Source: an optimization exercise on an open RTL-to-GDS flow (aim: small area and a short achievable clock period). Production flows keep margins and buffers that such runs may drop. Where RTL was checked, it was by simulation tests only, not by an equivalence proof against the original. Only the layout flow was run in runs 2 to 5; the RTL was not checked for function there. Power is estimated from default activity; no workload was simulated.

File: flow/design.v
module writebackmultiplexer (vsel, datapath_in, datapath_out, data_in);   
  input vsel;
  input [15:0] datapath_in;
  input[15:0] datapath_out;
  output reg [15:0] data_in;
  always @(*) begin
    case(vsel)
      1'b1: data_in=datapath_in;
      1'b0: data_in=datapath_out; 
    endcase
  end
endmodule
module vDFF1(clk,D,Q);
  input clk;
  input  D;
  output Q;
  reg Q;
  always @(posedge clk)
    Q <= D;
endmodule
module regfile(data_in,writenum,write,readnum,clk,data_out);
input [15:0] data_in;
input [2:0] writenum, readnum;
input write, clk;
output [15:0] data_out;
wire[15:0] R0,R1,R2,R3,R4,R5,R6,R7;
wire [7:0] read_decoder_out;
wire [7:0] write_decoder_out;
wire [7:0] and_gate;
assign and_gate[0]=write_decoder_out[0] & write;
assign and_gate[1]=write_decoder_out[1] & write;
assign and_gate[2]=write_decoder_out[2] & write;
assign and_gate[3]=write_decoder_out[3] & write;
assign and_gate[4]=write_decoder_out[4] & write;
assign and_gate[5]=write_decoder_out[5] & write;
assign and_gate[6]=write_decoder_out[6] & write;
assign and_gate[7]=write_decoder_out[7] & write;
decoder dec1(writenum,write_decoder_out);
decoder dec2(readnum,read_decoder_out);
LoadEnableCircuit r0(clk,data_in,and_gate[0],R0);
LoadEnableCircuit r1(clk,data_in,and_gate[1],R1);
LoadEnableCircuit r2(clk,data_in,and_gate[2],R2);
LoadEnableCircuit r3(clk,data_in,and_gate[3],R3);
LoadEnableCircuit r4(clk,data_in,and_gate[4],R4);
LoadEnableCircuit r5(clk,data_in,and_gate[5],R5);
LoadEnableCircuit r6(clk,data_in,and_gate[6],R6);
LoadEnableCircuit r7(clk,data_in,and_gate[7],R7);
MUX16to8 mu(R0,R1,R2,R3,R4,R5,R6,R7,read_decoder_out,data_out);
endmodule
module LoadEnableCircuit(clk,in_data,and_output,LEC_out);
input clk,and_output;
input [15:0] in_data;
output reg [15:0] LEC_out;
reg [15:0] mux_out;
wire [15:0] df_out;
always @(*) begin
  case(and_output)
    1'b1:begin  mux_out = in_data;
                LEC_out=df_out;
    end
    1'b0:begin mux_out = df_out;
               LEC_out=df_out;
    end
  endcase
end
vDFF16 dq(clk,mux_out,df_out);
endmodule
module vDFF16(clk,D,Q);
  input clk;
  input [15:0] D;
  output [15:0] Q;
  reg [15:0] Q;
  always @(posedge clk)
    Q <= D;
endmodule
module decoder(in,out);
input [2:0] in;
output [7:0] out;
wire [7:0] out= 1 << in;
endmodule
module MUX16to8 (AG0,AG1,AG2,AG3,AG4,AG5,AG6,AG7,num_sel,out_data);
input[15:0] AG0,AG1,AG2,AG3,AG4,AG5,AG6,AG7;
input [7:0] num_sel;
output [15:0] out_data;
reg [15:0] out_data;
always @(*)
begin
case(num_sel)
    8'b00000001:out_data=AG0;
    8'b00000010:out_data=AG1;
    8'b00000100:out_data=AG2;
    8'b00001000:out_data=AG3;
    8'b00010000:out_data=AG4;
    8'b00100000:out_data=AG5;
    8'b01000000:out_data=AG6;
    8'b10000000:out_data=AG7;
	 default:out_data=16'bx;
endcase
end
endmodule
module pipeline_reg(in_data, clk, load, pipeline_out);   
input clk,load;
input [15:0] in_data;
output [15:0] pipeline_out;
reg [15:0] pipeline_out;
reg [15:0] MUX_out;
wire [15:0] DF_out;
vDFF16  DQ(clk,MUX_out,DF_out);
always @(*) begin
  case(load)
    1'b1:begin  MUX_out = in_data;
                pipeline_out=DF_out;
    end
    1'b0:begin MUX_out = DF_out;
             pipeline_out=DF_out;
    end
  endcase
end
endmodule
module shifter(in,shift,sout);
   input [15:0] in;
   input [1:0] shift;
   output reg [15:0] sout;
   always @(*) begin
      case(shift)
         2'b00: sout = in;
         2'b01: sout = in << 1;
         2'b10: sout = in >> 1;
         2'b11: begin
                   sout = in >> 1;
                   sout[15] = in[15];  
                end
      endcase
end
endmodule
module Multiplexer_A (asel, pipeline_out,A_inp,Ain);     
  input asel;
  input [15:0] pipeline_out;
  input [15:0] A_inp;
  output reg [15:0] Ain;
  always @(*) begin
    case(asel)
    1'b1:Ain=A_inp;
    1'b0:Ain=pipeline_out;
    endcase
  end
endmodule
module Multiplexer_B (bsel, sout, B_inp,Bin);
  input bsel;
  input [15:0] sout,B_inp;
  output reg [15:0] Bin;  
  always @(*) begin
    case(bsel)
    1'b0:Bin=sout; 
    1'b1:Bin=B_inp; 
    endcase
  end
endmodule
module ALU(Ain,Bin,ALUop,out,Z);
input [15:0] Ain, Bin;
input [1:0] ALUop;
output reg [15:0] out;
output Z;
reg Z;
always @(*) begin
    case(ALUop) 
        2'b00:
        begin 
            out=Ain+Bin;
                if(out==16'b0000000000000000)
                  Z=1'b1;
                else
                  Z=1'b0;
        end
        2'b01:begin 
            out=Ain-Bin;
                if(out==16'b0000000000000000)begin
                  Z=1'b1;
                end
                else
                  Z=1'b0;
        end 
        2'b10: begin
        out=Ain & Bin;
                if(out==16'b0000000000000000)begin
                  Z=1'b1;
                end
                else
                  Z=1'b0;
        end
        2'b11: begin
        out=~Bin;
                if(out==16'b0000000000000000)begin
                  Z=1'b1;
                end
                else
                  Z=1'b0;
        end
        default:Z=1'b0;
    endcase
end 
endmodule
module status( Z, clk, loads, Z_out); 
  input loads,clk;
  input Z;
  output reg Z_out;
  reg mux_out;
  wire df_out;
  vDFF1 DQ(clk,mux_out,df_out);
always @(*) begin
  case(loads)
    1'b1:begin  mux_out = Z;
                Z_out=df_out;
    end
    1'b0:begin mux_out = df_out;
               Z_out=df_out;
    end
  endcase     
  end
endmodule
module datapath(datapath_in, vsel, writenum, write, readnum, clk, loada, loadb, shift, asel, bsel, ALUop, loadc, loads, datapath_out, Z_out);
  input write, clk, loada, loadb, vsel, asel, bsel, loadc, loads;
  input [1:0] shift, ALUop;
  input [2:0] writenum, readnum;
  input [15:0] datapath_in;
  output [15:0] datapath_out;
  output Z_out;
  wire [15:0] out,data_in, data_out, A_out, in, sout, Ain, Bin;
  wire Z;
  writebackmultiplexer beg(vsel, datapath_in, datapath_out, data_in);
  regfile REGFILE(data_in, writenum, write,readnum, clk, data_out);  
  pipeline_reg A(data_out, clk, loada, A_out);  
  pipeline_reg B(data_out, clk, loadb, in);  
  shifter SHIFT(in,shift,sout);  
  Multiplexer_A mux_A(asel,A_out,16'b0, Ain);
  Multiplexer_B mux_B(bsel, sout,{11'b0,datapath_in[4:0]}, Bin);
  ALU ALU(Ain,Bin,ALUop,out,Z);  
  pipeline_reg C(out, clk, loadc, datapath_out);
  status STATUS(Z, clk, loads, Z_out);  
endmodule
File: flow/run.sh
#!/bin/bash
# synth_recipe.tcl (not shown) runs the flow's synth.tcl, then flattens the netlist and writes it again
# the make line also repeats each setting of config.mk as NAME=value (left out here)
make -C /OpenROAD-flow-scripts/flow DESIGN_CONFIG=/design/flow/config.mk WORK_HOME=/design/flow/orfs CLKGATE_MAP_FILE= SYNTH_SCRIPT=/design/flow/synth_recipe.tcl finish
File: flow/config.mk
export PLATFORM = sky130hd
export DESIGN_NAME = datapath
export DESIGN_NICKNAME = datapath
export VERILOG_FILES = /design/flow/design.v
export SDC_FILE = /design/flow/constraint.sdc
export NUM_CORES = 4
export LEC_CHECK = 0
export CAP_MARGIN = 20
export CORE_MARGIN = 2
export CORE_UTILIZATION = 40
export SLEW_MARGIN = 20
File: flow/constraint.sdc
create_clock -name core_clock -period 5.0 [get_ports {clk}]
set_input_delay 1.0000 -clock core_clock [delete_from_list [all_inputs] [get_ports {clk}]]
set_output_delay 1.0000 -clock core_clock [all_outputs]
set_load 0.01 [all_outputs]
==> results.cfg, run 1 <==
[critical_path]
crit_arrival_ns = 5.09
crit_top_cell = or4_4
r2r_end = STATUS.DQ.Q
crit_path_max_fanout = 5
worstReg2RegStart = B.DQ.Q[1]
ff2ff_path_depth = 14
cp-start-kind = input port
cpLargestDelayFamily = simple AND/OR/NAND/NOR gates
slowest_stage = or4_4
critPathMaxStageDelay_ns = 0.50
cp_cell_sequence = dlygate4sd2_1 -> inv_2 -> ha_4 -> nor2_1 -> a21oi_1 -> o21ai_2 -> buf_4 -> ha_1 -> fa_2 -> xnor2_2 -> or4_4 -> nor3_4 -> or4b_4 -> or4_4 -> or4_1 -> o311ai_1
critical_path_class = in2reg
cp.required_ns = 5.25
r2r_slack_ns = 0.87
crit_buf_inv = 3
cp-end-kind = flip-flop

[floorplanning]
fp-row-count = 55
die-area_um2 = 24100
io_pins = 52
die_x_um = 155
die_h_um = 155
core-area_um2 = 22600
start_util = 0.405

[cts]
clockBufferDepth = 2
cts_buffers = 17
htree_num_levels = 4
cts_sinks = 177
cts_tree = yes
clk_latency_ns = 0.43
cts.clk_slew.worst_paths_ns = 0.07
cts_root_buffer = clkbuf_16

[finish]
final_cell_area_um2 = 11600
drive_gt1_frac = 0.250
final_util = 0.515
areaGrowthSynthToFinish_pct = 27.2
antenna_cells = 0
fin_nets = 957
final_cell_count_no_fill = 1181

[power]
powerDensity_nw_per_um2 = 349
power.total_mw = 4.06
ir_drop_mv = 0.309
p_leak_nw = 4.32

[synth]
synth_top_cell_by_area = edfxtp_1
async_flop_share = 0
syn-cell-area_um2 = 9140
yosysMostFrequentCell = edfxtp_1
yosysUniqueCellTypes = 59
syn_inst = 729
synth_nets = 803
yosysSeqAreaShare = 0.581
synth-seq-cells = 177
synth_area_leaders = edfxtp_1 (58%), ha_1 (5.1%), mux4_2 (3.7%)
yosysWarnings = 11
yosysTopAreaCellShare = 0.581
synth_edf_count = 177
synthFlopType = edfxtp_1
synth_top_cells_by_count = edfxtp_1 (177), nor2_1 (73), a21oi_1 (53)
syn_avg_cell_area_um2 = 12.5

[routing]
vias = 6509
drt_iter0_drc = 382
totalWireLength_mm = 24.1
ant_nets = 0
dr.pass1.iters = 5
wire_per_inst_um = 20.4
avgViaCountPerCell = 5.51
drc_errors = 0

[global_routing]
track_usage = 0.205
grt_pass1_wl_mm = 37.2
first_global_vias = 6729
antenna_found_initial = 0
grt_max_degree = 35
grt_overflow = 0

[sta]
tightestPinTransition_ns = 1.05
skew_ns = 0.0171
grt_setup_unrepaired = no
period_share = 0.968
fmax_mhz = 207
slew_headroom = 0.299
hold_viol = 0
period_minus_slack_ns = 4.84
setup_viol = 0
slew_viol_final = 0

[placed_design]
dp_hpwl_mm = 17.9
place_area_um2 = 10800
gp_congestion = 0.907
io_buffers = 51
dp.cells = 1147

[worst_hold_path]
hold_path.class = reg2reg
hold_depth = 1
whs_endpoint = A.DQ.Q[4]
min_from = REGFILE.r0.dq.Q[4]

[run]
max-cap-violations = 0

[run_status]
status = complete, no violations
how the worst max path moves through the flow:
| stage | to | depth (start not counted) | from |
|---|---|---|---|
| 3_5_place_dp | STATUS.DQ.Q | 20 | shift[1] |
| 3_3_place_gp | STATUS.DQ.Q | 20 | shift[1] |
| 2_1_floorplan | STATUS.DQ.Q | 19 | shift[1] |
| 5_1_grt | STATUS.DQ.Q | 18 | shift[1] |
| 4_1_cts | STATUS.DQ.Q | 17 | shift[0] |
| 6_report | STATUS.DQ.Q | 16 | shift[1] |
flip-flops by register name, indices dropped and copies added, names as in the netlist:
name,flops
REGFILE.r4.dq.Q,16
A.DQ.Q,16
REGFILE.r0.dq.Q,16
REGFILE.r3.dq.Q,16
REGFILE.r2.dq.Q,16
REGFILE.r1.dq.Q,16
B.DQ.Q,16
REGFILE.r7.dq.Q,16
REGFILE.r5.dq.Q,16
C.DQ.Q,16
REGFILE.r6.dq.Q,16
STATUS.DQ.Q,1
what timing repair did:
item | in CTS | in global routing
gates resized for setup | 6 | 35
pin swaps | 0 | 10
hold buffers | 0 | 0
setup endpoints to repair | 3 | 3
setup buffers | 1 | 2
metal layers:
layer  global-route usage  routed length (um)  vias to the layer above
met1                0.269               10500                     3219
met5                    0                   0                        -
met4               0.0668                 484                        0
met2                0.354               12100                      178
li1                     -                   -                     3077
met3               0.0270                 972                       35
layout by cell type (no fill, tap or decap), types with 6 or more instances in the layout:
cell / count
nor4_1: 7
o21ai_0: 23
mux4_2: 15
clkdlybuf4s50_1: 49
o22a_1: 6
clkbuf_16: 17
nor2b_1: 23
nor2_1: 72
nor3_1: 7
mux2_2: 18
a22o_1: 8
inv_1: 41
nand3_1: 8
a21oi_2: 7
nand2b_1: 11
edfxtp_1: 177
xnor2_1: 21
mux2i_1: 16
a21oi_1: 46
a221oi_1: 15
a22oi_1: 17
ha_1: 33
buf_4: 117
o21bai_1: 6
nand2_1: 27
report_power, final:
part | switching [mW] | internal, mW | total (mW)
clock | 0.559 | 0.895 | 1.45
combinational | 0.436 | 0.395 | 0.831
sequential | 0.0324 | 1.74 | 1.77
final cells by class:
type / instances / area (um^2)
timing repair buffer: 169 / 1400
sequential: 177 / 5320
fill: 1960 / 10900
inverter: 43 / 161
multi-input combinational: 475 / 3740
clock inverter: 15 / 230
tap: 285 / 357
clock buffer: 17 / 425
cell families after synthesis:
family | after synthesis | synth area share
buf+inv | 77 | 0.0327
fa+ha+maj | 39 | 0.0550
compound gates | 175 | 0.128
mux | 49 | 0.0766
simple gates | 183 | 0.0991
flops | 177 | 0.581
xor+xnor | 29 | 0.0278
per-stage QoR:
step                      hold WS [ns]  setup slack (ns)  TNS [ns]
after floorplan                  0.529            0.0115         0
after global placement           0.546            -0.710     -3.17
after detailed placement         0.582            -0.764     -3.37
after CTS                        0.604            0.0360         0
after global routing             0.638           0.00352         0
final                            0.589             0.162         0
==> run 2, diff against run 1 <==
==> flow/design.v (replaced) <==
module datapath(datapath_in, vsel, writenum, write, readnum, clk, loada, loadb, shift, asel, bsel, ALUop, loadc, loads, datapath_out, Z_out);
  input write, clk, loada, loadb, vsel, asel, bsel, loadc, loads;
  input [1:0] shift, ALUop;
  input [2:0] writenum, readnum;
  input [15:0] datapath_in;
  output [15:0] datapath_out;
  output Z_out;
  reg [15:0] R0, R1, R2, R3, R4, R5, R6, R7;
  reg [15:0] A, B, C;
  reg S;
  wire [15:0] wdata = vsel ? datapath_in : C;
  always @(posedge clk) begin
    if (write && writenum == 3'd0) R0 <= wdata;
    if (write && writenum == 3'd1) R1 <= wdata;
    if (write && writenum == 3'd2) R2 <= wdata;
    if (write && writenum == 3'd3) R3 <= wdata;
    if (write && writenum == 3'd4) R4 <= wdata;
    if (write && writenum == 3'd5) R5 <= wdata;
    if (write && writenum == 3'd6) R6 <= wdata;
    if (write && writenum == 3'd7) R7 <= wdata;
  end
  wire [7:0] rsel = 8'b1 << readnum;
  wire [15:0] rdata = ({16{rsel[0]}} & R0) | ({16{rsel[1]}} & R1) |
                      ({16{rsel[2]}} & R2) | ({16{rsel[3]}} & R3) |
                      ({16{rsel[4]}} & R4) | ({16{rsel[5]}} & R5) |
                      ({16{rsel[6]}} & R6) | ({16{rsel[7]}} & R7);
  always @(posedge clk) begin
    if (loada) A <= rdata;
    if (loadb) B <= rdata;
  end
  wire selB = ~bsel & (shift == 2'b00);
  wire selL = ~bsel & (shift == 2'b01);
  wire selR = ~bsel & shift[1];
  wire msb  = shift[0] & B[15];
  wire [15:0] Bin = ({16{selB}} & B) | ({16{selL}} & {B[14:0], 1'b0}) |
                    ({16{selR}} & {msb, B[15:1]}) | ({16{bsel}} & {11'b0, datapath_in[4:0]});
  wire [15:0] Ain = {16{~asel}} & A;
  wire sub = ALUop[0];
  wire [15:0] bx = Bin ^ {16{sub}};
  wire [15:0] p = Ain ^ bx;
  wire [15:0] g = Ain & bx;
  wire [15:0] y = Ain | bx;
  wire [15:0] g1, p1, g2, p2, g3, p3, g4, p4;
  wire [15:0] g0 = {g[15:1], g[0] | (p[0] & sub)};
  wire [15:0] p0 = p;
  genvar i;
  generate
    for (i = 0; i < 16; i = i + 1) begin : pfx
      if (i % 2 == 1) begin : l1
        assign g1[i] = g0[i] | (p0[i] & g0[i-1]);
        assign p1[i] = p0[i] & p0[i-1];
      end else begin : l1n
        assign g1[i] = g0[i];
        assign p1[i] = p0[i];
      end
      if (i % 4 >= 2) begin : l2
        assign g2[i] = g1[i] | (p1[i] & g1[(i/4)*4+1]);
        assign p2[i] = p1[i] & p1[(i/4)*4+1];
      end else begin : l2n
        assign g2[i] = g1[i];
        assign p2[i] = p1[i];
      end
      if (i % 8 >= 4) begin : l3
        assign g3[i] = g2[i] | (p2[i] & g2[(i/8)*8+3]);
        assign p3[i] = p2[i] & p2[(i/8)*8+3];
      end else begin : l3n
        assign g3[i] = g2[i];
        assign p3[i] = p2[i];
      end
      if (i >= 8) begin : l4
        assign g4[i] = g3[i] | (p3[i] & g3[7]);
        assign p4[i] = p3[i] & p3[7];
      end else begin : l4n
        assign g4[i] = g3[i];
        assign p4[i] = p3[i];
      end
    end
  endgenerate
  wire [15:0] carry = {g4[14:0], sub};
  wire [15:0] sum = p ^ carry;
  wire [15:0] alu_out = ALUop[1] ? (ALUop[0] ? ~Bin : (Ain & Bin)) : sum;
  wire [15:0] cz = {y[14:0], sub};
  wire z_arith = &(p ~^ cz);
  wire z_and = ~|(Ain & Bin);
  wire z_not = &Bin;
  wire Z = ALUop[1] ? (ALUop[0] ? z_not : z_and) : z_arith;
  always @(posedge clk) begin
    if (loadc) C <= alu_out;
    if (loads) S <= Z;
  end
  assign datapath_out = C;
  assign Z_out = S;
endmodule
--- a/flow/config.mk
+++ b/flow/config.mk
@@ -7,5 +7,5 @@
 export LEC_CHECK = 0
 export CAP_MARGIN = 20
 export CORE_MARGIN = 2
-export CORE_UTILIZATION = 40
+export CORE_UTILIZATION = 65
 export SLEW_MARGIN = 20
==> run 2 against run 1 <==
Via count fell by 7.8%; maximum frequency rose by 9.5%; routed wire length fell by 8.6%; register-to-register slack improved by 0.42 ns; combinational power fell by 24%; critical endpoint is now C[15]; largest cell class unchanged; largest power group unchanged; highest routed layer unchanged.
==> results.cfg, run 2 <==
[sta]
fmax_mhz = 226
setup_viol = 0
period_minus_slack_ns = 4.42
period_share = 0.884
slew_viol_final = 0
hold_viol = 0
fin_setup_tns_ns = 0
worst_slack_ns = 0.581
skew_ns = 0.00780
grt_setup_unrepaired = no
tightestPinTransition_ns = 0.956
slew_headroom = 0.360

[critical_path]
slowest_stage = clkdlybuf4s50_1
ff2ff_path_depth = 12
cp-end-kind = flip-flop
critPathMaxStageDelay_ns = 0.54
cp_cell_sequence = clkdlybuf4s50_1 -> buf_4 -> a211oi_1 -> nor3_1 -> a21oi_1 -> xnor2_1 -> ha_1 -> a211oi_1 -> o211ai_1 -> and4_1 -> o22ai_1 -> xnor2_1 -> a22oi_1 -> o221ai_1
r2r_slack_ns = 1.29
worstSetupEndpoint = C[15]
cp-start-kind = input port
worstSetupStartpoint = shift[0]
cp.required_ns = 5.16
worstSetupPathDepth = 14
cpLargestDelayFamily = compound AO/OA/AOI/OAI gates
worstReg2RegStart = B[1]
crit_arrival_ns = 4.58
crit_buf_inv = 2
r2r_end = C[15]
crit_path_max_fanout = 17
critical_path_class = in2reg

[placed_design]
dp.cells = 900
io_buffers = 51
dp_worst_setup_slack_ns = 0.208
gp_congestion = 0.994
dp_hpwl_mm = 15.3

[cts]
cts_sinks = 177
holdBufCountCts = 0
cts.clk_slew.worst_paths_ns = 0.07
cts_buffers = 17
htree_num_levels = 4
clockBufferDepth = 2
cts_setup_buffers = 0
cts_root_buffer = clkbuf_16
clk_latency_ns = 0.43
cts_resized = 0
cts_tree = yes

[synth]
synth_fa_ha_area_frac = 0.0495
synthFlopType = edfxtp_1
synth_mux_area_frac = 0.0863
post_synth_xor_area_fraction = 0.0431
syn_inst = 683
yosysMostFrequentCell = edfxtp_1
synth_edf_count = 177
yosysUniqueCellTypes = 55
yosysWarnings = 1
synth_compound_area_frac = 0.108
synth_top_cell_by_area = edfxtp_1
yosysTopAreaCellShare = 0.594
synth_area_leaders = edfxtp_1 (59%), mux2_2 (5.5%), ha_1 (4.1%)
syn_avg_cell_area_um2 = 13.1
synthSimpleGateAreaFrac = 0.0863
synth_nets = 751
syn-cell-area_um2 = 8950
synth_top_cells_by_count = edfxtp_1 (177), nand2_1 (47), mux2_2 (44)
async_flop_share = 0
yosysSeqAreaShare = 0.594
synth-seq-cells = 177
synth_top_family_by_area = compound AO/OA/AOI/OAI gates

[global_routing]
grt_overflow = 0
grt_pass1_wl_mm = 33.4
met3_usage = 0.0611
first_global_vias = 5879
antenna_found_initial = 0
use_met1 = 0.407
busiest_layer = met2
track_usage = 0.317
use_met2 = 0.525
grt_max_degree = 31

[finish]
final_cell_count_no_fill = 932
areaGrowthSynthToFinish_pct = 15.4
fin_nets = 811
antenna_cells = 0
layout_commonest_cell = edfxtp_1
mostFrequentLayoutCells = edfxtp_1 (177), clkdlybuf4s50_1 (51), nand2_1 (47), mux2_2 (44)
drive_gt1_frac = 0.157

[routing]
wire_per_inst_um = 23.6
vias = 6003
drc_errors = 0
totalWireLength_mm = 22.0
avgViaCountPerCell = 6.44
drt_iter0_drc = 762
dr.pass1.iters = 5
ant_nets = 0

[worst_hold_path]
hold_depth = 2
hold_path.class = reg2reg

[floorplanning]
io_pins = 52
core-area_um2 = 13300
fp-row-count = 42
die-area_um2 = 14700
start_util = 0.670
die_h_um = 121
die_x_um = 121

[power]
ir_drop_mv = 0.358
p_leak_nw = 3.67
powerDensity_nw_per_um2 = 365

[run_status]
status = complete, no violations

[run]
max-cap-violations = 0
==> run 2: worst min path at each step <==
stage | from | endpoint | slack (ns)
after global routing | C[5] | R6[5] | 0.78
final | R6[15] | A[15] | 0.74
after global placement | R6[15] | B[15] | 0.68
after floorplan | R4[13] | A[13] | 0.61
after detailed placement | R6[15] | A[15] | 0.69
after CTS | R3[12] | B[12] | 0.74
==> run 2: worst min-delay path: stages, from the launching register on <==
cell and delay (ns):
edfxtp_1 0.33, a22oi_1 0.07, o22ai_1 0.19
==> run 2: kinds of logic (layout without fill, tap and decap cells) <==
logic type | after synthesis | in the layout
DFF | 177 | 177
and+or+nand+nor | 155 | 155
AOI/OAI and AO/OA | 140 | 140
buffers and inverters | 70 | 143
muxes | 64 | 64
xor gates and xnor gates | 44 | 44
adders and majority gates | 33 | 33
==> run 2: metal layers <==
metal  share of wire  wire (um)
met2            0.50      11100
met4           0.034        741
met3           0.073       1600
met1            0.39       8600
met5               0          0
==> run 2: area by class of cell <==
class	count	area, um^2
clock inverters	15	189
repair buffers	75	691
clock buffers	17	425
flip-flops and latches	177	5320
well taps	176	220
inverters	36	135
fillers	824	3020
multi-input cells	436	3350
==> run 2: power by group <==
part | switching (mW) | total [mW] | internal, mW
Clock | 0.608 | 1.37 | 0.759
Sequential | 0.0341 | 1.77 | 1.74
Combinational | 0.369 | 0.632 | 0.263
==> run 2: metrics by stage <==
stage / total power, mW / utilization / hold WS (ns) / instance area, um^2
6_report: 3.77 / 0.774 / 0.742 / 10300
4_1_cts: 3.77 / 0.774 / 0.736 / 10300
5_1_grt: 3.89 / 0.774 / 0.777 / 10300
3_3_place_gp: 2.40 / 0.728 / 0.676 / 9710
3_5_place_dp: 2.42 / 0.728 / 0.693 / 9710
2_1_floorplan: 2.19 / - / 0.613 / 8950
==> run 3, diff against run 2 <==
--- a/flow/config.mk
+++ b/flow/config.mk
@@ -7,5 +7,5 @@
 export LEC_CHECK = 0
 export CAP_MARGIN = 20
 export CORE_MARGIN = 2
-export CORE_UTILIZATION = 65
+export CORE_UTILIZATION = 40
 export SLEW_MARGIN = 20
==> run 3 against run 2 <==
Clock skew grew 0.0061 ns; largest power group unchanged; die area grew 60%; routed wire length grew 2.9%; largest cell class unchanged; sequential share of layout area shrank 0.63 points; area after synthesis is the same; still clean; critical path type unchanged; core utilization shrank 30 points; synthesized cell count is the same; hold slack lost 0.036 ns.
==> results.cfg, run 3 <==
[run_status]
status = complete, no violations

[synth]
syn_avg_cell_area_um2 = 13.1
synth-seq-cells = 177
synth_edf_count = 177
post_synth_xor_area_fraction = 0.0431
synth_top_cell_by_area = edfxtp_1
yosysMostFrequentCell = edfxtp_1
async_flop_share = 0
yosysSeqAreaShare = 0.594
syn_inst = 683
synthSimpleGateAreaFrac = 0.0863
synth_top_cells_by_count = edfxtp_1 (177), nand2_1 (47), mux2_2 (44)
synth_mux_area_frac = 0.0863
yosysWarnings = 1
synth_nets = 751
synthFlopType = edfxtp_1
syn-cell-area_um2 = 8950
yosysUniqueCellTypes = 55
yosysTopAreaCellShare = 0.594
synth_fa_ha_area_frac = 0.0495
synth_area_leaders = edfxtp_1 (59%), mux2_2 (5.5%), ha_1 (4.1%)
synth_top_family_by_area = compound AO/OA/AOI/OAI gates
synth_compound_area_frac = 0.108

[floorplanning]
fp-row-count = 54
start_util = 0.409
die-area_um2 = 23600
io_pins = 52
die_h_um = 154
core-area_um2 = 21900
die_x_um = 154

[finish]
layout_commonest_cell = edfxtp_1
multi_input_area_um2 = 3350
mostFrequentLayoutCells = edfxtp_1 (177), clkdlybuf4s50_1 (51), nand2_1 (47), mux2_2 (44)
antenna_cells = 0
final_cell_count_no_fill = 1039
final_util = 0.478
register_area_um2 = 5320
fillCellCount = 1959
fin_nets = 814
areaGrowthSynthToFinish_pct = 16.9
drive_gt1_frac = 0.158

[global_routing]
track_usage = 0.195
grt_overflow = 0
grt_max_degree = 30
first_global_vias = 5771
grt_pass1_wl_mm = 34.4
antenna_found_initial = 0

[critical_path]
critical_path_class = in2reg
cp_cell_sequence = clkdlybuf4s50_1 -> mux2i_1 -> o21ai_1 -> mux2i_1 -> xnor2_1 -> fa_1 -> a211oi_1 -> o211ai_1 -> and4_1 -> o22ai_1 -> xnor2_1 -> a22oi_1 -> o221ai_1
slowest_stage = clkdlybuf4s50_1
critPathMaxStageDelay_ns = 0.68
cpLargestDelayFamily = compound AO/OA/AOI/OAI gates
crit_buf_inv = 1
ff2ff_path_depth = 13
cp-start-kind = input port
crit_arrival_ns = 4.51
crit_path_max_fanout = 8
worstReg2RegStart = B[2]
cp.required_ns = 5.15
r2r_slack_ns = 1.41
cp-end-kind = flip-flop
r2r_end = C[15]

[power]
p_leak_nw = 3.67
powerDensity_nw_per_um2 = 357
ir_drop_mv = 0.309
power.total_mw = 3.73

[cts]
cts_buffers = 17
holdBufCountCts = 0
clockBufferDepth = 2
cts_sinks = 177
cts_setup_buffers = 0
htree_num_levels = 4
cts_tree = yes
cts.clk_slew.worst_paths_ns = 0.07
cts_resized = 0
clk_latency_ns = 0.43
cts_root_buffer = clkbuf_16

[placed_design]
gp_congestion = 0.868
io_buffers = 51
dp.cells = 1007
dp_hpwl_mm = 16.3

[worst_hold_path]
hold_depth = 2
min_from = R3[4]
whs_endpoint = B[4]
hold_path.class = reg2reg

[routing]
avgViaCountPerCell = 5.54
drc_errors = 0
wire_per_inst_um = 21.8
dr.pass1.iters = 5
ant_nets = 0
drt_iter0_drc = 624
vias = 5752
totalWireLength_mm = 22.6

[run]
max-cap-violations = 0

[sta]
grt_setup_unrepaired = no
skew_ns = 0.0139
period_share = 0.873
hold_viol = 0
slew_viol_final = 0
fmax_mhz = 229
hold_slack_ns = 0.706
slew_headroom = 0.349
period_minus_slack_ns = 4.36
fin_setup_tns_ns = 0
setup_viol = 0
tightestPinTransition_ns = 0.974
## run 3: cell counts after synthesis
Identical to the previous run, type by type.
## run 3: where the power goes
group          switching (mW)  leakage, nW  total [mW]  internal (mW)
registers              0.0347         1.65        1.77           1.74
clock network           0.616        0.287        1.33          0.714
logic                   0.366         1.74       0.630          0.264
total                    1.02         3.67        3.73           2.72
## run 3: cell type report
class,instances,area share
inverters,36,0.0129
clock inverters,14,0.0160
clock buffers,18,0.0410
flip-flops and latches,177,0.508
well taps,280,0.0335
repair buffers,78,0.0682
multi-input cells,436,0.320
## run 3: how the worst max path moves through the flow
stage / from / endpoint / depth (start not counted)
2_1_floorplan: shift[0] / C[9] / 15
3_3_place_gp: shift[0] / C[9] / 14
3_5_place_dp: shift[0] / C[15] / 13
4_1_cts: shift[0] / C[15] / 13
5_1_grt: shift[0] / C[15] / 13
6_report: shift[0] / C[15] / 13
## run 3: routing by layer
layer	share of wire	up-vias	GRT usage	wire (um)
met1	0.45	2865	0.270	10300
li1	-	2695	-	-
met5	0	-	0	0
met2	0.49	168	0.323	11100
met4	0.014	0	0.0537	320
met3	0.041	24	0.0296	923
## run 3: per-stage QoR
stage	area, um^2	setup slack [ns]
2_1_floorplan	8950	1.18
3_3_place_gp	9860	0.327
3_5_place_dp	9860	0.248
4_1_cts	10500	0.687
5_1_grt	10500	0.357
6_report	10500	0.637
## run 3: cell families after synthesis
family | after synthesis
buffers and inverters | 70
xor gates and xnor gates | 44
adders and majority gates | 33
muxes | 64
and+or+nand+nor | 155
AOI/OAI and AO/OA | 140
DFF | 177
## run 3: tightest hold or removal path, cell delays in order (launching register included)
cell and delay [ns]:
edfxtp_1 0.32, a22oi_1 0.06, o22ai_1 0.17
==> run 4, diff against run 3 <==
--- a/flow/config.mk
+++ b/flow/config.mk
@@ -7,5 +7,6 @@
 export LEC_CHECK = 0
 export CAP_MARGIN = 20
 export CORE_MARGIN = 2
-export CORE_UTILIZATION = 40
+export CORE_UTILIZATION = 65
+export SETUP_SLACK_MARGIN = 2.0
 export SLEW_MARGIN = 20
==> run 4 against run 3 <==
Still clean on timing, DRC and antenna; register-to-register slack improved by 0.36 ns; global-route usage is 13 points higher; area after synthesis unchanged; clock power grew 9%; sequential share of layout area down 3.0 points; hold slack got worse by 0.0099 ns; die area fell by 38%; non-clock buffer count rose by 30; worst setup slack better by 0.98 ns; combinational power rose by 28%; critical path type unchanged.
==> results.cfg, run 4 <==
[floorplanning]
io_pins = 52
die_x_um = 121
fp-row-count = 42
die_h_um = 121
core-area_um2 = 13300
die-area_um2 = 14700
start_util = 0.670

[synth]
synth_fa_ha_area_frac = 0.0495
yosysSeqAreaShare = 0.594
async_flop_share = 0
synthFlopType = edfxtp_1
synth_area_leaders = edfxtp_1 (59%), mux2_2 (5.5%), ha_1 (4.1%)
synth_top_family_by_area = compound AO/OA/AOI/OAI gates
syn_avg_cell_area_um2 = 13.1
synthSimpleGateAreaFrac = 0.0863
yosysUniqueCellTypes = 55
post_synth_xor_area_fraction = 0.0431
synth_top_cells_by_count = edfxtp_1 (177), nand2_1 (47), mux2_2 (44)
yosysTopAreaCellShare = 0.594
synth_nets = 751
synth-seq-cells = 177
syn_inst = 683
synth_top_cell_by_area = edfxtp_1
synth_mux_area_frac = 0.0863
synth_edf_count = 177
yosysWarnings = 1
synth_compound_area_frac = 0.108
yosysMostFrequentCell = edfxtp_1
syn-cell-area_um2 = 8950

[global_routing]
grt_max_degree = 31
grt_overflow = 0
track_usage = 0.323
antenna_found_initial = 0
first_global_vias = 6251
busiest_layer = met2
use_met1 = 0.414
use_met2 = 0.541
grt_pass1_wl_mm = 34.4
met3_usage = 0.0475

[critical_path]
slowest_stage = fa_2
crit_path_max_fanout = 5
ff2ff_path_depth = 13
cp.required_ns = 5.18
critical_path_class = in2reg
r2r_slack_ns = 1.77
cp-start-kind = input port
r2r_end = C[8]
critPathMaxStageDelay_ns = 0.53
crit_top_cell = a21oi_2
worstReg2RegStart = B[2]
crit_arrival_ns = 3.56
cp-end-kind = flip-flop
cp_cell_sequence = buf_12 -> buf_6 -> mux2i_4 -> a21oi_2 -> mux2_4 -> xnor2_4 -> ha_4 -> o211ai_1 -> buf_4 -> o21ai_4 -> a21o_1 -> a21oi_2 -> fa_2 -> mux2i_1

[sta]
period_share = 0.677
slew_headroom = 0.338
setup_viol = 0
grt_setup_unrepaired = yes
tightestPinTransition_ns = 0.990
skew_ns = 0.0136
slew_viol_final = 0
fin_setup_tns_ns = 0
hold_viol = 0
period_minus_slack_ns = 3.39
fmax_mhz = 295

[placed_design]
dp_hpwl_mm = 15.1
gp_congestion = 0.939
dp.cells = 900
io_buffers = 51

[cts]
holdBufCountCts = 0
cts_buffers = 17
cts_sinks = 177
clk_latency_ns = 0.43
cts.clk_slew.worst_paths_ns = 0.07
cts_tree = yes
cts_root_buffer = clkbuf_16
clockBufferDepth = 2
htree_num_levels = 4

[finish]
register_area_um2 = 5320
final_cell_count_no_fill = 966
layout_commonest_cell = edfxtp_1
fillCellCount = 687
drive_gt1_frac = 0.275
fin_nets = 845
multi_input_area_um2 = 3770
final_util = 0.833
areaGrowthSynthToFinish_pct = 24.3
mostFrequentLayoutCells = edfxtp_1 (177), buf_4 (47), nand2_1 (45), mux2_2 (43), clkdlybuf4s50_1 (42)
antenna_cells = 0

[power]
switching_share = 0.265
comb_power_share = 0.200
p_seq_frac = 0.440
powerDensity_nw_per_um2 = 362
p_int_mw = 2.96
netSwitchingPower_mw = 1.07
ir_drop_mv = 0.359
p_leak_nw = 4.00
p_clk_frac = 0.360

[run_status]
status = complete, no violations

[routing]
dr.pass1.iters = 6
avgViaCountPerCell = 6.52
totalWireLength_mm = 23.5
wire_per_inst_um = 24.3
drc_errors = 0
drt_iter0_drc = 761
vias = 6300
ant_nets = 0

[run]
max-cap-violations = 0

[worst_hold_path]
whs_endpoint = B[4]
hold_path.class = reg2reg
hold_depth = 2
min_from = R3[4]
==> run 4: cell count changes in the layout (fill, tap and decap cells not counted), sizes merged, moves of 3 or more <==
| cell | delta |
|---|---|
| buf | +33 |
| clkdlybuf4s50 | -9 |
| bufinv | +3 |
| dlygate4sd2 | +3 |
==> run 4: worst max-delay path by stage <==
stage | from | endpoint | slack (ns) | cells after the start
3_5_place_dp | shift[1] | C[15] | 0.34 | 13
4_1_cts | shift[0] | C[15] | 1.72 | 13
6_report | shift[0] | C[8] | 1.61 | 14
2_1_floorplan | shift[0] | C[8] | 1.42 | 14
5_1_grt | shift[0] | C[15] | 1.51 | 15
3_3_place_gp | shift[0] | C[15] | 0.50 | 14
==> run 4: final cells by class <==
cell class,count,share of cell area
clock buffers,17,0.0382
clock inverters,15,0.0205
inverters,36,0.0125
multi-input cells,436,0.339
flip-flops and latches,177,0.478
well taps,176,0.0198
repair buffers,108,0.0918
repair inverters,1,0.000450
==> run 4: kinds of logic after synthesis <==
group / after synthesis
AOI/OAI and AO/OA: 140
muxes: 64
buffers and inverters: 70
adders and majority gates: 33
DFF: 177
and+or+nand+nor: 155
xor gates and xnor gates: 44
==> run 4: power by group through the flow <==
stage	combinational (mW)	clock (mW)	sequential [mW]
finish	0.805	1.45	1.77
CTS	0.709	1.46	1.77
global placement	0.616	0	1.80
global route	0.853	1.50	1.78
detailed placement	0.632	0	1.80
floorplan	0.411	0	1.80
==> run 4: per-stage QoR <==
stage	power (mW)	setup slack [ns]	hold WS, ns	cell area, um^2
after global placement	2.42	0.504	0.671	9770
final	4.03	1.61	0.697	11100
after detailed placement	2.43	0.343	0.688	9770
after CTS	3.94	1.72	0.701	10800
after floorplan	2.21	1.42	0.613	9030
after global routing	4.13	1.51	0.742	11100
==> run 4: layer usage <==
layer	part of all wire	vias to the layer above
met3	0.064	75
li1	-	2764
met1	0.39	3141
met4	0.045	0
met5	0	-
met2	0.50	320
==> run 4: timing repair <==
item,in CTS,in global routing
pin swaps,27,26
cloned,2,0
setup buffers,28,4
gates resized for setup,65,50
endpoints found under the hold margin,0,0
setup endpoints to repair,30,19
==> run 4: critical path, delay by kind of cell <==
kind | cells | cell delay, ns
AO/OA/AOI/OAI | 5 | 0.61
XOR/XNOR | 1 | 0.16
adder cells (fa/ha/maj) | 2 | 0.82
buffers and inverters | 3 | 0.38
multiplexers | 3 | 0.58
==> run 5, diff against run 4 <==
--- a/flow/config.mk
+++ b/flow/config.mk
@@ -8,5 +8,5 @@
 export CAP_MARGIN = 20
 export CORE_MARGIN = 2
 export CORE_UTILIZATION = 65
-export SETUP_SLACK_MARGIN = 2.0
+export SETUP_SLACK_MARGIN = 2.6
 export SLEW_MARGIN = 20
==> run 5 against run 4 <==
Synthesized cell count did not move; clock-buffer cell count did not move; non-clock buffer count rose by 17; first-iteration DRC count rose by 40%; maximum frequency rose by 3.6%; power rose by 0.57%; register-to-register slack improved by 0.10 ns; flip-flop and latch count did not move; hold slack improved by 0.076 ns; area after synthesis did not move; critical endpoint is now C[15]; largest cell class unchanged; largest power group unchanged.
==> results.cfg, run 5 <==
[routing]
vias = 6847
wire_per_inst_um = 29.1
totalWireLength_mm = 28.6
dr.pass1.iters = 8
drt_iter0_drc = 1069
ant_nets = 0
avgViaCountPerCell = 6.97
drc_errors = 0

[placed_design]
io_buffers = 51
dp_hpwl_mm = 15.4
gp_congestion = 0.902

[critical_path]
cp_cell_sequence = buf_12 -> mux2i_1 -> o21ai_2 -> mux2i_4 -> xnor2_2 -> fa_2 -> a211oi_4 -> o211ai_1 -> and4_1 -> o22ai_2 -> xnor2_2 -> a22oi_1 -> o221ai_1
slowest_stage = fa_2
r2r_end = C[15]
cp-end-kind = flip-flop
ff2ff_path_depth = 12
worstSetupStartpoint = shift[0]
critPathMaxStageDelay_ns = 0.42
cp.required_ns = 5.17
cp-start-kind = input port
r2r_slack_ns = 1.87
crit_buf_inv = 1
worstSetupPathDepth = 13
worstSetupEndpoint = C[15]
crit_top_cell = xnor2_2
crit_path_max_fanout = 5
cpLargestDelayFamily = compound AO/OA/AOI/OAI gates
crit_arrival_ns = 3.44
worstReg2RegStart = B[1]
critical_path_class = in2reg

[cts]
clk_latency_ns = 0.44
cts.clk_slew.worst_paths_ns = 0.08
cts_buffers = 17
clockBufferDepth = 2
htree_num_levels = 4
cts_root_buffer = clkbuf_16
holdBufCountCts = 0
cts_sinks = 177
cts_tree = yes

[sta]
fmax_mhz = 306
period_share = 0.654
skew_ns = 0.0125
slew_headroom = 0.383
setup_viol = 0
slew_viol_final = 0
hold_slack_ns = 0.772
period_minus_slack_ns = 3.27
grt_setup_unrepaired = yes
hold_viol = 0
fin_setup_tns_ns = 0
tightestPinTransition_ns = 0.926

[finish]
layout_commonest_cell = edfxtp_1
fin_nets = 862
mostFrequentLayoutCells = edfxtp_1 (177), buf_4 (55), nand2_1 (44), mux2_2 (43), clkdlybuf4s50_1 (33)
antenna_cells = 0
fillCellCount = 591
drive_gt1_frac = 0.311
areaGrowthSynthToFinish_pct = 28.7

[synth]
yosysWarnings = 1
synth_top_cell_by_area = edfxtp_1
synth_edf_count = 177
synth_top_cells_by_count = edfxtp_1 (177), nand2_1 (47), mux2_2 (44)
yosysTopAreaCellShare = 0.594
synth-seq-cells = 177
yosysUniqueCellTypes = 55
yosysSeqAreaShare = 0.594
synth_area_leaders = edfxtp_1 (59%), mux2_2 (5.5%), ha_1 (4.1%)
syn_avg_cell_area_um2 = 13.1
syn-cell-area_um2 = 8950
synth_nets = 751
yosysMostFrequentCell = edfxtp_1
synthFlopType = edfxtp_1
syn_inst = 683
async_flop_share = 0

[worst_hold_path]
hold_path.class = reg2reg
hold_depth = 1

[global_routing]
grt_pass1_wl_mm = 39.9
grt_overflow = 0
track_usage = 0.378
grt_max_degree = 30
antenna_found_initial = 0
first_global_vias = 6617

[run]
max-cap-violations = 0

[floorplanning]
fp-row-count = 42
die_x_um = 121
die-area_um2 = 14700
start_util = 0.670
core-area_um2 = 13300
io_pins = 52
die_h_um = 121

[run_status]
status = complete, no violations

[power]
p_leak_nw = 4.25
powerDensity_nw_per_um2 = 352
ir_drop_mv = 0.335
[run 5: worst reg2reg max path: cells and delay by family, from the launching register on]
kind | cells | cell delay [ns]
AOI/OAI and AO/OA | 6 | 1.21
xor gates and xnor gates | 1 | 0.10
DFF | 1 | 0.49
adders and majority gates | 1 | 0.38
and+or+nand+nor | 4 | 0.68
[run 5: area by class of cell]
cell class / count / area (um^2) / area share
timing repair buffer: 125 / 1340 / 0.117
clock buffer: 17 / 425 / 0.0369
inverter: 36 / 166 / 0.0144
multi-input combinational: 436 / 3850 / 0.335
sequential: 177 / 5320 / 0.461
clock inverter: 15 / 184 / 0.0160
timing repair inverter: 1 / 7.51 / 0.000652
tap: 176 / 220 / 0.0191
[run 5: worst min path at each step]
stage | slack, ns | from | end
after floorplan | 0.61 | R4[13] | A[13]
after global placement | 0.68 | R3[7] | A[7]
after detailed placement | 0.69 | R6[15] | A[15]
after CTS | 0.71 | R6[15] | A[15]
after global routing | 0.79 | C[7] | R6[7]
final | 0.77 | C[6] | R5[6]
[run 5: per-layer routing]
layer	global-route usage	vias to the layer above	wire (um)
met5	0	-	0
met4	0.154	0	1370
met3	0.0789	113	2900
met2	0.638	587	14200
met1	0.480	3346	10100
li1	-	2801	-
[run 5: power breakdown]
group	switching (mW)	internal, mW
registers	0.0393	1.74
logic	0.469	0.393
clock network	0.689	0.723
[run 5: per-stage QoR]
| stage | util | area [um^2] | setup WS [ns] | std cells | power [mW] |
|---|---|---|---|---|---|
| after floorplan | - | 9050 | 1.42 | 683 | 2.21 |
| final | 0.863 | 11500 | 1.73 | 983 | 4.05 |
| after global placement | 0.730 | 9740 | 0.507 | 898 | 2.42 |
| after global routing | 0.863 | 11500 | 1.64 | 983 | 4.12 |
| after CTS | 0.832 | 11100 | 1.76 | 963 | 3.89 |
| after detailed placement | 0.730 | 9740 | 0.382 | 898 | 2.43 |
[run 5: timing repair]
item / 4_1_cts / 5_1_grt
pin swaps: 31 / 22
resized for setup: 115 / 44
endpoints found under the hold margin: 0 / 0
setup buffers: 26 / 20
endpoints found under the setup margin: 161 / 41
gates cloned: 7 / 0
[run 5: kinds of logic (layout without fill, tap and decap cells)]
| kind of cell | count (synthesis) | in the layout | synth area share |
|---|---|---|---|
| AOI/OAI and AO/OA | 140 | 140 | 0.108 |
| xor gates and xnor gates | 44 | 44 | 0.0431 |
| adders and majority gates | 33 | 33 | 0.0495 |
| buffers and inverters | 70 | 194 | 0.0331 |
| DFF | 177 | 177 | 0.594 |
| muxes | 64 | 64 | 0.0863 |
| and+or+nand+nor | 155 | 155 | 0.0863 |

re-timing with driven ports:
The results above use ideal ports. As a check the final layouts listed here were re-extracted and re-timed, cells and wires unchanged. Step 1 (the two cells are an assumption about what drives the block):
set clk [get_ports {clk}]
set_driving_cell -lib_cell sky130_fd_sc_hd__clkbuf_16 $clk
set_driving_cell -lib_cell sky130_fd_sc_hd__buf_2 [delete_from_list [all_inputs] $clk]
Step 2, shift: input delay + t, output delay - t, t = (earliest + latest rising clock arrival at the registers) / 2. This alone moves slack from input paths to output paths. a / b / c = ideal / step 1 / step 2; a / b = the first two.
| run | t (ns) | setup slack, ns | clock arrival spread, ns | cell pins on the clock port's net |
|---|---|---|---|---|
| run 1 | 0.462 | 0.162 / 0.183 / -0.279 | 0.017 / 0.017 | 1 |
| run 2 | 0.472 | 0.581 / 0.598 / 0.126 | 0.008 / 0.008 | 1 |
| run 3 | 0.464 | 0.637 / 0.622 / 0.159 | 0.016 / 0.015 | 1 |
| run 4 | 0.467 | 1.614 / 1.495 / 1.028 | 0.014 / 0.014 | 1 |
| run 5 | 0.478 | 1.732 / 1.617 / 1.139 | 0.013 / 0.013 | 1 |
With both steps, setup timing fails in run 1, where it was met with ideal ports. The setup slack of run 5, which loses most, moves by -0.115 ns with the drivers and by -0.593 ns with both steps.
